This design comes from an exercise in tuning for a short achievable clock period and few clock cycles on the open sky130 flow, not from production work. Function was checked by simulation only, so behaviour that the tests miss may differ from the original. Power is estimated from default activity; no workload was simulated.

==> delta <==
==> flow/design.v <==
package definesPkg;
endpackage
module cpu
(
   input clk,
   input reset,
   output [15:0] o_pc_addr,
   output o_pc_rd,
   input [15:0] i_pc_rddata,
   output [15:0] o_ldst_addr,
   output o_ldst_rd,
   output o_ldst_wr,
   input [15:0] i_ldst_rddata,
   output [15:0] o_ldst_wrdata,
   output [127:0] o_tb_regs
);
   logic [15:0] pc;             
   logic        d_valid;
   logic        d_btb;          
   logic        d_replay;       
   logic [15:0] d_hold;
   logic        d_hwr7;         
   logic        d_hreadB;       
   logic [15:0] pc_out;         
   logic [15:0] d_fa;           
   logic [15:0] d_pc;           
   logic [3:0]  d_hip, d_him;   
   logic        e_valid;
   logic [15:0] e_A, e_B;
   logic        e_sadd, e_ssub, e_sb, e_smrg;
   logic        e_wr;           
   logic [2:0]  e_rd;
   logic        e_flags;
   logic        e_ld, e_st;
   logic        e_br;
   logic        e_calw, e_calz, e_caln;
   logic        e_pred;
   logic [15:0] e_pcf;          
   logic [15:0] e_tgt;          
   logic        e_useA;
   logic        w_wr;           
   logic        w_isld;         
   logic [2:0]  w_rd;
   logic [15:0] w_res;          
   logic        fN, fZ;
   logic [15:0] regs [0:7];
   function automatic [15:0] ks_add(input [15:0] a, input [15:0] b, input cin);
      logic [15:0] g, p, x;
      logic [15:0] gn, pn;
      g = a & b;
      p = a | b;
      x = a ^ b;
      g[0] = g[0] | (p[0] & cin);
      for (int d = 1; d < 16; d = d * 2) begin
         gn = g;
         pn = p;
         for (int i = d; i < 16; i++) begin
            gn[i] = g[i] | (p[i] & g[i-d]);
            pn[i] = p[i] & p[i-d];
         end
         g = gn;
         p = pn;
      end
      ks_add = x ^ {g[14:0], cin};
   endfunction
   wire [15:0] sum  = ks_add(e_A, e_B, 1'b0);
   wire [15:0] diff = ks_add(e_A, ~e_B, 1'b1);
   wire [15:0] e_or = e_A | e_B;
   wire        sum_zero = &(~((e_A ^ e_B) ^ {e_or[14:0], 1'b0}));
   wire e_simple = e_sb | e_smrg;
   wire [15:0] res_simple = e_smrg ? {e_B[15:8], e_A[7:0]} : e_B;
   wire [15:0] res = ({16{e_sadd}} & sum) | ({16{e_ssub}} & diff) | ({16{e_simple}} & res_simple);
   wire        res_N = e_ssub ? diff[15] : sum[15];
   wire        res_Z = e_ssub ? (e_A == e_B) : sum_zero;
   wire taken = e_calw | (e_calz & fZ) | (e_caln & fN);
   wire mispE = e_valid & e_br & (taken ^ e_pred);
   wire [15:0] fixpc = e_useA ? e_A : (e_pred ? e_pcf : e_tgt);
   wire [15:0] instr = d_replay ? d_hold : i_pc_rddata;
   wire [4:0]  op = instr[4:0];
   wire [2:0]  rx = instr[7:5];
   wire [2:0]  ry = instr[10:8];
   wire dv = d_valid & ~mispE;
   wire [4:0] op_raw = i_pc_rddata[4:0];
   wire [2:0] rx_r = i_pc_rddata[7:5];
   wire [2:0] ry_r = i_pc_rddata[10:8];
   wire readA_r = (op_raw == 5'b00001) | (op_raw == 5'b00010) | (op_raw == 5'b00011) | (op_raw == 5'b00101) |
                  (op_raw == 5'b10001) | (op_raw == 5'b10010) | (op_raw == 5'b10011) | (op_raw == 5'b10110) |
                  (op_raw == 5'b01000) | (op_raw == 5'b01001) | (op_raw == 5'b01010) | (op_raw == 5'b01100);
   wire readB_r = (op_raw == 5'b00000) | (op_raw == 5'b00001) | (op_raw == 5'b00010) | (op_raw == 5'b00011) |
                  (op_raw == 5'b00100) | (op_raw == 5'b00101);
   wire wr7_r = ((((op_raw == 5'b00000) | (op_raw == 5'b00001) | (op_raw == 5'b00010) | (op_raw == 5'b00100) |
                   (op_raw == 5'b10000) | (op_raw == 5'b10001) | (op_raw == 5'b10010) | (op_raw == 5'b10110)) &
                  (rx_r == 3'd7)) | (op_raw == 5'b11100) | (op_raw == 5'b01100));
   wire isMV    = op == 5'b00000;
   wire isADD   = op == 5'b00001;
   wire isSUB   = op == 5'b00010;
   wire isCMP   = op == 5'b00011;
   wire isLD    = op == 5'b00100;
   wire isST    = op == 5'b00101;
   wire isMVI   = op == 5'b10000;
   wire isADDI  = op == 5'b10001;
   wire isSUBI  = op == 5'b10010;
   wire isCMPI  = op == 5'b10011;
   wire isMVHI  = op == 5'b10110;
   wire isJR    = op == 5'b01000;
   wire isJZR   = op == 5'b01001;
   wire isJNR   = op == 5'b01010;
   wire isCALLR = op == 5'b01100;
   wire isJ     = op == 5'b11000;
   wire isJZ    = op == 5'b11001;
   wire isJN    = op == 5'b11010;
   wire isCALL  = op == 5'b11100;
   wire readA = isADD | isSUB | isCMP | isST | isADDI | isSUBI | isCMPI | isMVHI |
                isJR | isJZR | isJNR | isCALLR;
   wire readB = isMV | isADD | isSUB | isCMP | isLD | isST;
   wire regjump = isJR | isJZR | isJNR | isCALLR;
   wire dirjump = isJ | isJZ | isJN | isCALL;
   wire eA = ~d_replay & e_valid & e_wr & (e_rd == rx_r);
   wire eB = ~d_replay & e_valid & e_wr & (e_rd == ry_r);
   wire wA = w_wr & (d_replay ? (w_rd == d_hold[7:5]) : (w_rd == rx_r));
   wire wB = w_wr & (d_replay ? (w_rd == d_hold[10:8]) : (w_rd == ry_r));
   wire [15:0] w_val = w_isld ? i_ldst_rddata : w_res;
   wire [15:0] rfA = d_replay ? regs[d_hold[7:5]] : regs[i_pc_rddata[7:5]];
   wire [15:0] rfB = d_replay ? regs[d_hold[10:8]] : regs[i_pc_rddata[10:8]];
   wire [15:0] A_early = wA ? w_val : rfA;
   wire [15:0] B_early = wB ? w_val : rfB;
   wire [15:0] imm8s = {{8{instr[15]}}, instr[15:8]};
   wire [15:0] B_other = readB ? B_early :
                         (isMVHI ? {instr[15:8], 8'd0} :
                         ((isCALL | isCALLR) ? d_pc : imm8s));
   wire fB = (d_replay ? d_hreadB : readB_r) & eB;
   wire [15:0] A_next = eA ? res_simple : A_early;
   wire [15:0] B_next = fB ? res_simple : B_other;
   wire [11:0] tlo = {1'b0, d_pc[11:1]} + {1'b0, i_pc_rddata[15:5]};
   wire [3:0]  thi = i_pc_rddata[15] ? (tlo[11] ? d_pc[15:12] : d_him) : (tlo[11] ? d_hip : d_pc[15:12]);
   wire [15:0] tgtD = {thi, tlo[10:0], d_pc[0]};
   wire stall = dv & e_valid & (e_ld | ((e_sadd | e_ssub) & e_wr)) &
                ((readA_r & (e_rd == rx_r)) | (readB_r & (e_rd == ry_r)));
   wire e7 = e_valid & (e_wr | e_ld) & (e_rd == 3'd7);
   wire e7slow = e7 & ~e_simple;
   wire w7 = w_wr & (w_rd == 3'd7);
   wire [15:0] r7_fwd = e7 ? res_simple : (w7 ? w_val : regs[7]);
   wire predT_dir = ~d_replay & ((op_raw == 5'b11000) | (op_raw == 5'b11100) |
                                 (((op_raw == 5'b11001) | (op_raw == 5'b11010)) & i_pc_rddata[15]));
   wire predT_reg = ~d_replay & ((op_raw == 5'b01000) | (op_raw == 5'b01100)) & (rx_r == 3'd7) & ~e7slow;
   wire predT = d_btb | predT_dir | predT_reg;
   wire redirD = dv & ~stall & ~d_btb & (predT_dir | predT_reg);
   wire [15:0] tgt_reg = r7_fwd;
   localparam NB = 8;
   logic [NB-1:0]  btb_v;
   logic [15:0]    btb_tag [0:NB-1];
   logic [15:0]    btb_tgt [0:NB-1];
   logic [NB-1:0]  btb_r7;         
   logic [2:0]     btb_ptr;        
   logic [NB-1:0]  btb_hitv;
   logic [15:0]    btb_t;
   always_comb begin
      btb_t = '0;
      for (int i = 0; i < NB; i++) begin
         btb_hitv[i] = btb_v[i] & (btb_tag[i] == pc);
         btb_t = btb_t | ({16{btb_hitv[i]}} & btb_tgt[i]);
      end
   end
   logic        lk_seq, lk_dir, lk_r7;
   logic [15:0] lk_t;
   wire hit_dir = lk_seq & lk_dir;
   wire hit_r7 = lk_seq & lk_r7;
   wire dWr7 = dv & (d_replay ? d_hwr7 : wr7_r);
   wire r7_busy = dWr7 | e7 | w7;
   wire btb_pred = hit_dir | (hit_r7 & ~r7_busy);
   wire [15:0] btb_target = hit_r7 ? regs[7] : lk_t;
   wire alloc_r7 = predT_reg;
   wire btb_alloc = redirD & (predT_dir | alloc_r7);
   logic        al_q, al_r7;
   logic [15:0] al_tag;
   wire [15:0] pc_inc = pc + 16'd2;
   wire sel_tgtD = redirD & predT_dir;
   wire [15:0] pc_other = mispE ? fixpc : (stall ? pc : (redirD ? tgt_reg : (btb_pred ? btb_target : pc_inc)));
   wire [15:0] pc_next = sel_tgtD ? tgtD : pc_other;
   always_ff @(posedge clk or posedge reset) begin
      if (reset) begin
         pc <= '0;
         d_valid <= 1'b0;
         d_replay <= 1'b0;
         e_valid <= 1'b0;
         w_wr <= 1'b0;
         btb_v <= '0;
         al_q <= 1'b0;
         lk_seq <= 1'b0;
         btb_r7 <= '0;
         btb_ptr <= '0;
         fN <= 1'b0;
         fZ <= 1'b0;
      end else begin
         pc <= pc_next;
         d_valid <= ~(mispE | redirD);
         d_replay <= stall;
         e_valid <= dv & ~stall;
         w_wr <= e_valid & (e_wr | e_ld);
         al_q <= btb_alloc;
         if (!stall) lk_seq <= ~(mispE | redirD | btb_pred);
         if (al_q) begin
            btb_v[btb_ptr] <= 1'b1;
            btb_r7[btb_ptr] <= al_r7;
            btb_ptr <= btb_ptr + 1'b1;
         end
         if (e_valid & e_flags) begin
            fN <= res_N;
            fZ <= res_Z;
         end
      end
   end
   always_ff @(posedge clk) begin
      d_hold <= instr;
      if (!stall) begin
         lk_dir <= |(btb_hitv & ~btb_r7);
         lk_r7 <= |(btb_hitv & btb_r7);
         lk_t <= btb_t;
      end
      d_hwr7 <= wr7_r;
      d_hreadB <= readB_r;
      pc_out <= reset ? 16'd0 : pc_next;
      if (!stall) begin
         d_fa <= pc;
         d_pc <= pc_inc;
         d_hip <= pc_inc[15:12] + 4'd1;
         d_him <= pc_inc[15:12] - 4'd1;
            d_btb <= btb_pred;
      end
      al_r7 <= alloc_r7;
      al_tag <= d_fa - 16'd2;    
      if (al_q) begin
         btb_tag[btb_ptr] <= al_tag;
         btb_tgt[btb_ptr] <= e_tgt;
      end
      e_A <= A_next;
      e_B <= B_next;
      e_sadd <= isADD | isADDI;
      e_ssub <= isSUB | isCMP | isSUBI | isCMPI;
      e_sb <= isMV | isMVI | isCALL | isCALLR;
      e_smrg <= isMVHI;
      e_wr <= isMV | isADD | isSUB | isMVI | isADDI | isSUBI | isMVHI | isCALL | isCALLR;
      e_rd <= (isCALL | isCALLR) ? 3'd7 : rx;
      e_flags <= isADD | isSUB | isCMP | isADDI | isSUBI | isCMPI;
      e_ld <= isLD;
      e_st <= isST;
      e_br <= regjump | dirjump;
      e_calw <= isJR | isCALLR | isJ | isCALL;
      e_calz <= isJZR | isJZ;
      e_caln <= isJNR | isJN;
      e_pred <= predT;
      e_pcf <= d_pc;
      e_tgt <= tgtD;
      e_useA <= regjump & ~predT_reg;
      w_rd <= e_rd;
      w_isld <= e_ld;
      w_res <= res;
      if (reset) begin
         regs[0] <= 16'hCAFE; regs[1] <= 16'hBADD; regs[2] <= 16'hCAFE; regs[3] <= 16'hBADD;
         regs[4] <= 16'hCAFE; regs[5] <= 16'hBADD; regs[6] <= 16'hCAFE; regs[7] <= 16'hBADD;
      end else begin
         if (w_wr) regs[w_rd] <= w_val;
      end
   end
   assign o_pc_addr = pc_out;
   assign o_pc_rd = 1'b1;
   assign o_ldst_addr = e_B;
   assign o_ldst_wrdata = e_A;
   assign o_ldst_rd = 1'b1;
   assign o_ldst_wr = e_valid & e_st;
   assign o_tb_regs = {regs[7], regs[6], regs[5], regs[4], regs[3], regs[2], regs[1], regs[0]};
endmodule
==> flow/run.sh <==
#!/bin/bash
# synth_recipe.tcl (not shown) runs the flow's synth.tcl, then flattens the netlist and writes it again
# the make line also repeats each setting of config.mk as NAME=value (left out here)
make -C /OpenROAD-flow-scripts/flow DESIGN_CONFIG=/design/flow/config.mk WORK_HOME=/design/flow/orfs CLKGATE_MAP_FILE= SYNTH_SCRIPT=/design/flow/synth_recipe.tcl finish
==> flow/config.mk <==
export PLATFORM = sky130hd
export DESIGN_NAME = cpu
export DESIGN_NICKNAME = cpu
export VERILOG_FILES = /design/flow/design.v
export SDC_FILE = /design/flow/constraint.sdc
export NUM_CORES = 4
export LEC_CHECK = 0
export CAP_MARGIN = 20
export CORE_MARGIN = 2
export CORE_UTILIZATION = 40
export PLACE_DENSITY = 0.6
export SETUP_SLACK_MARGIN = 3.3
export SLEW_MARGIN = 20
export TNS_END_PERCENT = 100
==> flow/constraint.sdc <==
create_clock -name core_clock -period 5.6 [get_ports {clk}]
set_input_delay 1.1200 -clock core_clock [delete_from_list [all_inputs] [get_ports {clk}]]
set_output_delay 1.1200 -clock core_clock [all_outputs]
set_load 0.01 [all_outputs]
==> quartz: changes against delta <==
--- a/flow/design.v
+++ b/flow/design.v
@@ -85,7 +85,4 @@
    wire [2:0] ry_r = i_pc_rddata[10:8];
-   wire readA_r = (op_raw == 5'b00001) | (op_raw == 5'b00010) | (op_raw == 5'b00011) | (op_raw == 5'b00101) |
-                  (op_raw == 5'b10001) | (op_raw == 5'b10010) | (op_raw == 5'b10011) | (op_raw == 5'b10110) |
-                  (op_raw == 5'b01000) | (op_raw == 5'b01001) | (op_raw == 5'b01010) | (op_raw == 5'b01100);
-   wire readB_r = (op_raw == 5'b00000) | (op_raw == 5'b00001) | (op_raw == 5'b00010) | (op_raw == 5'b00011) |
-                  (op_raw == 5'b00100) | (op_raw == 5'b00101);
+   wire readA_r = ~((op_raw == 5'b00000) | (op_raw == 5'b00100) | (op_raw == 5'b10000) | (op_raw[4:3] == 2'b11));
+   wire readB_r = (op_raw[4:3] == 2'b00) & ~(op_raw[2] & op_raw[1]);
    wire wr7_r = ((((op_raw == 5'b00000) | (op_raw == 5'b00001) | (op_raw == 5'b00010) | (op_raw == 5'b00100) |
SETUP_SLACK_MARGIN = 3.5   (was 3.3)
==> willow: changes against delta <==
--- a/flow/design.v
+++ b/flow/design.v
@@ -85,7 +85,4 @@
    wire [2:0] ry_r = i_pc_rddata[10:8];
-   wire readA_r = (op_raw == 5'b00001) | (op_raw == 5'b00010) | (op_raw == 5'b00011) | (op_raw == 5'b00101) |
-                  (op_raw == 5'b10001) | (op_raw == 5'b10010) | (op_raw == 5'b10011) | (op_raw == 5'b10110) |
-                  (op_raw == 5'b01000) | (op_raw == 5'b01001) | (op_raw == 5'b01010) | (op_raw == 5'b01100);
-   wire readB_r = (op_raw == 5'b00000) | (op_raw == 5'b00001) | (op_raw == 5'b00010) | (op_raw == 5'b00011) |
-                  (op_raw == 5'b00100) | (op_raw == 5'b00101);
+   wire readA_r = ~((op_raw == 5'b00000) | (op_raw == 5'b00100) | (op_raw == 5'b10000) | (op_raw[4:3] == 2'b11));
+   wire readB_r = (op_raw[4:3] == 2'b00) & ~(op_raw[2] & op_raw[1]);
    wire wr7_r = ((((op_raw == 5'b00000) | (op_raw == 5'b00001) | (op_raw == 5'b00010) | (op_raw == 5'b00100) |
SETUP_SLACK_MARGIN = 3.2   (was 3.3)
==> comparison <==
Core utilization, lowest first: willow, delta, quartz.
Against delta, the sequential power of quartz is smaller by about 2%.
Of quartz and willow, quartz has the higher global-route usage (gap 1.8 points).
Sequential cell count is the same in willow and delta.
Testbench counts of delta, summed over its fixed seeds: cycles 59,323.
Testbench counts of quartz, summed over its fixed seeds: cycles 59,323.
Testbench counts of willow, summed over its fixed seeds: cycles 59,323.

-- separate check: timing with driven ports --
No port has a modelled driver above. Below, the same layouts with a new extraction and two added sets of constraints. Step 1 (the two cells are an assumption about what drives the block):
set clk [get_ports {clk}]
set_driving_cell -lib_cell sky130_fd_sc_hd__clkbuf_16 $clk
set_driving_cell -lib_cell sky130_fd_sc_hd__buf_2 [delete_from_list [all_inputs] $clk]
Step 2 moves the port delays by t, midway between the first and last clock arrival at a register: inputs arrive t later, outputs are due t later. That takes back most of the time a late clock gives input paths. a / b / c = ideal / step 1 / step 2; a / b = the first two.
| run | shift t [ns] | slack for setup (ns) | worst setup path at the end | clock arrival spread, ns |
|---|---|---|---|---|
| delta | 0.681 | 2.814 / 2.769 / 2.087 | input to register | 0.049 / 0.049 |
| quartz | 0.716 | 2.863 / 2.730 / 2.014 | input to register | 0.057 / 0.057 |
| willow | 0.694 | 2.833 / 2.784 / 2.091 | input to register | 0.057 / 0.057 |
After both steps every run listed still meets setup and hold. The setup slack of quartz, which loses most, moves by -0.133 ns with the drivers and by -0.849 ns with both steps.
